Source: an optimization exercise on an open RTL-to-GDS flow (aim: small area, a short achievable clock period and few clock cycles). Production flows keep margins and buffers that such runs may drop. Function was checked by simulation only, so behaviour that the tests miss may differ from the original.

## alpha
## mvm
module mvm #(
  parameter IWIDTH = 8,
  parameter OWIDTH = 32,
  parameter MEM_DATAW = IWIDTH * 8,
  parameter VEC_MEM_DEPTH = 4,
  parameter VEC_ADDRW = $clog2(VEC_MEM_DEPTH),
  parameter MAT_MEM_DEPTH = 8,
  parameter MAT_ADDRW = $clog2(MAT_MEM_DEPTH),
  parameter NUM_OLANES = 4
)(
  input  logic                   clk,
  input  logic                   rst,
  input  logic [MEM_DATAW-1:0]   i_vec_wdata,
  input  logic [VEC_ADDRW-1:0]   i_vec_waddr,
  input  logic                   i_vec_wen,
  input  logic [MEM_DATAW-1:0]   i_mat_wdata,
  input  logic [MAT_ADDRW-1:0]   i_mat_waddr,
  input  logic [NUM_OLANES-1:0]  i_mat_wen,
  input  logic                   i_start,
  input  logic [VEC_ADDRW-1:0]   i_vec_start_addr,
  input  logic [VEC_ADDRW:0]     i_vec_num_words,
  input  logic [MAT_ADDRW-1:0]   i_mat_start_addr,
  input  logic [MAT_ADDRW:0]     i_mat_num_rows_per_olane,
  output logic                   o_busy,
  output logic [NUM_OLANES*OWIDTH-1:0] o_result,
  output logic                   o_valid
);
export LEC_CHECK = 0
export ABC_CLOCK_PERIOD_IN_PS = 2800
export CAP_MARGIN = 20
export CORE_MARGIN = 2
export CORE_UTILIZATION = 50
export CTS_BUF_LIST = sky130_fd_sc_hd__clkbuf_8
export SETUP_SLACK_MARGIN = 2.8
export SLEW_MARGIN = 20
export SYNTH_HIERARCHICAL = 1
export SYNTH_MINIMUM_KEEP_SIZE = 0
export TNS_END_PERCENT = 30
create_clock -name core_clock -period 5.5 [get_ports {clk}]
standard.sh (not shown) runs the stock make flow with config.mk's settings and CLKGATE_MAP_FILE= SYNTH_SCRIPT=/design/flow/synth_recipe.tcl, a recipe that flattens the netlist after the stock synthesis.
==> flow/flow/run.sh <==
#!/bin/bash
# The standard layout, with plain buffers (sky130_fd_sc_hd__buf_4, which the
# resizer may resize) on the ports instead of the resizer's default pick,
# a delay cell. Everything else is the standard.sh unchanged.
set -euo pipefail
bash standard.sh "BUFFER_PORTS_ARGS=-buffer_cell sky130_fd_sc_hd__buf_4" finish > standard.log 2>&1
Testbench counts of alpha, summed over its fixed seeds: cycles 5,340.
--- input diff alpha..beta ---
Settings: a change of TNS_END_PERCENT from 30 to 100; a change of SETUP_SLACK_MARGIN from 2.8 to 2.75; a deleted CTS_BUF_LIST that had been sky130_fd_sc_hd__clkbuf_8; a change of CORE_UTILIZATION from 50 to 42.
Notes after the runs:
Delta (beta minus alpha): total non-filler cell area in the finished layout increased by 2300 sq um relative to the old numbers; total of cells resized after clock tree synthesis decreased by 105 relative to the old numbers; insertion delay of the later-clocked pin in the worst-skew pair decreased by 0.21 ns relative to the old numbers.

Setup of violet:
Starting RTL as in the previous note.
==> flow/design.v (excerpt) <==
module mvm #(
  parameter IWIDTH = 8,
  parameter OWIDTH = 32,
  parameter MEM_DATAW = IWIDTH * 8,
  parameter VEC_MEM_DEPTH = 4,
  parameter VEC_ADDRW = $clog2(VEC_MEM_DEPTH),
  parameter MAT_MEM_DEPTH = 8,
  parameter MAT_ADDRW = $clog2(MAT_MEM_DEPTH),
  parameter NUM_OLANES = 4
)(
  input  logic                   clk,
  input  logic                   rst,
  input  logic [MEM_DATAW-1:0]   i_vec_wdata,
  input  logic [VEC_ADDRW-1:0]   i_vec_waddr,
  input  logic                   i_vec_wen,
  input  logic [MEM_DATAW-1:0]   i_mat_wdata,
  input  logic [MAT_ADDRW-1:0]   i_mat_waddr,
  input  logic [NUM_OLANES-1:0]  i_mat_wen,
  input  logic                   i_start,
  input  logic [VEC_ADDRW-1:0]   i_vec_start_addr,
  input  logic [VEC_ADDRW:0]     i_vec_num_words,
  input  logic [MAT_ADDRW-1:0]   i_mat_start_addr,
  input  logic [MAT_ADDRW:0]     i_mat_num_rows_per_olane,
  output logic                   o_busy,
  output logic [NUM_OLANES*OWIDTH-1:0] o_result,
  output logic                   o_valid
);
clock: 5.5 ns
lec_check: 0
abc_clock_period_in_ps: 2800
cap_margin: 20
core_margin: 2
core_utilization: 50
cts_buf_list: sky130_fd_sc_hd__clkbuf_8
cts_cluster_diameter: 50
cts_cluster_size: 20
setup_slack_margin: 2.75
slew_margin: 20
synth_hierarchical: 1
synth_minimum_keep_size: 0
tns_end_percent: 100
Scripts as last shown in full above: flow/flow/run.sh
Testbench counts of violet, summed over its fixed seeds: cycles 5,340.
Input changes introduced in pepper (baseline for comparison: violet):
- removing CTS_CLUSTER_SIZE (formerly 20)
- removing CTS_CLUSTER_DIAMETER (formerly 50)
Findings:
Compared with violet, pepper ends up with more cell area. The time the final worst path needs with I/O delays and setup of pepper exceeds that of violet by 0.021 ns. In the flow results for pepper and violet, the count of plain and timing-repair buffers is smaller on violet. Sort pepper and violet by count of hold buffers inserted by post-cts repair asc -> top: violet.
The following lists how lagoon was set up differently from pepper:
- SETUP_SLACK_MARGIN now 2.9, was 2.75
- CTS_BUF_LIST no longer set, was sky130_fd_sc_hd__clkbuf_8
--- outcome ---
Run comparison: pepper origin of the worst setup path OLANE[0].mat_data[42]; lagoon origin of the worst setup path VPAIR[0].booth_reg_inst.q[22]. lagoon and pepper ended up with nearly the same top achievable clock speed. Final worst-path cycle share: lagoon vs pepper — no meaningful difference. Summary — worst hold slack, lagoon relative to pepper: higher, by 0.24 ns.
Input changes introduced in raven (baseline for comparison: lagoon):
- swapping 2.9 for 2.75 in SETUP_SLACK_MARGIN
Findings:
The worst setup path startpoint comes out VPAIR[0].booth_reg_inst.q[22] in one run and OLANE[2].dot8_inst.r1009 in the other, namely in lagoon and raven respectively.
Diff raven..lagoon | worst hold slack | negligible
Reported for lagoon and raven, total negative setup slack turned out identical to the last digit.
In the flow results for lagoon and raven, the worst setup slack after layout is smaller on raven.

run 1:
mvm again, from the RTL that the note above started with.
Settings: LEC_CHECK=0, ABC_CLOCK_PERIOD_IN_PS=2800, CAP_MARGIN=20, CORE_MARGIN=2, CORE_UTILIZATION=50, SETUP_SLACK_MARGIN=2.6, SLEW_MARGIN=20, SYNTH_HIERARCHICAL=1, SYNTH_MINIMUM_KEEP_SIZE=0, TNS_END_PERCENT=100; clock period 5.5 ns.
Scripts as last shown in full above: flow/flow/run.sh
Run 1 went all the way through the flow, and no timing, DRC or antenna check failed.
Testbench counts of run 1, summed over its fixed seeds: cycles 5,340.
Input-level comparison between run 2 and run 1:
diff --git a/flow/config.mk b/flow/config.mk
--- a/flow/config.mk
+++ b/flow/config.mk
@@ -11,2 +11,3 @@
-export CORE_UTILIZATION = 50
-export SETUP_SLACK_MARGIN = 2.6
+export CORE_UTILIZATION = 60
+export PLACE_DENSITY = 0.7
+export SETUP_SLACK_MARGIN = 2.75
Notes after the runs:
- Run 2 finished every step from synthesis to the final layout, and the layout passed the timing, design-rule and antenna checks.
- Average routed wire per standard cell, run 2 and run 1, lower one = run 1.
- Summary of run 2 over run 1: final area picked up an extra 1.7%.
### run 2 -> run 3
diff --git a/flow/config.mk b/flow/config.mk
--- a/flow/config.mk
+++ b/flow/config.mk
@@ -11,2 +11,3 @@
-export CORE_UTILIZATION = 60
-export PLACE_DENSITY = 0.7
+export CORE_UTILIZATION = 50
+export CTS_CLUSTER_DIAMETER = 60
+export CTS_CLUSTER_SIZE = 30
Findings:
Cmp run 3 vs run 2: met3 track utilization from global routing lower in run 3. Die area (run 2 / run 3): 0.834. Run 3 and run 2 ended up with roughly the same final design instance area without fill. Run 2 and run 3 ended up with nearly the same multi-input combinational cell count.

==> port drivers added, routing unchanged <==
The results above use ideal ports. As a check the final layouts listed here were re-extracted and re-timed, cells and wires unchanged. Step 1, drivers: a clkbuf_16 drives clk and a buf_2 each remaining input, both assumed. Step 2 adds t to the input delays and takes it off the output delays; t is the mean of the earliest and latest rising clock arrival at the registers after step 1. Input paths then give back, and output paths get back, about the clock's delay inside the block. a / b / c = ideal ports / drivers / drivers and shift; a / b = the first two.
| run | t (ns) | setup WS [ns] | slew at the worst register clock pin (ns) | worst data-port slew with drivers (ns) | pins driven straight from the clock port |
|---|---|---|---|---|---|
| alpha | 1.278 | 2.647 / 2.604 / 1.692 | 0.08 / 0.08 | 0.21 | 1 |
| beta | 1.079 | 2.610 / 2.610 / 1.896 | 0.07 / 0.07 | 0.58 | 1 |
| violet | 1.212 | 2.683 / 2.640 / 1.882 | 0.12 / 0.12 | 0.18 | 1 |
| pepper | 1.278 | 2.662 / 2.626 / 1.702 | 0.07 / 0.07 | 0.16 | 1 |
| lagoon | 1.073 | 2.664 / 2.664 / 2.011 | 0.07 / 0.07 | 0.14 | 1 |
| raven | 1.065 | 2.656 / 2.656 / 1.738 | 0.08 / 0.08 | 0.16 | 1 |
| run 1 | 1.051 | 2.544 / 2.544 / 1.815 | 0.08 / 0.08 | 0.29 | 1 |
| run 2 | 1.036 | 2.513 / 2.513 / 1.987 | 0.08 / 0.08 | 0.28 | 1 |
| run 3 | 1.028 | 2.579 / 2.579 / 1.914 | 0.11 / 0.11 | 0.18 | 1 |
After both steps every run listed still meets setup and hold. For pepper, which loses most, drivers alone change the setup slack by -0.036 ns; drivers and shift together by -0.960 ns.
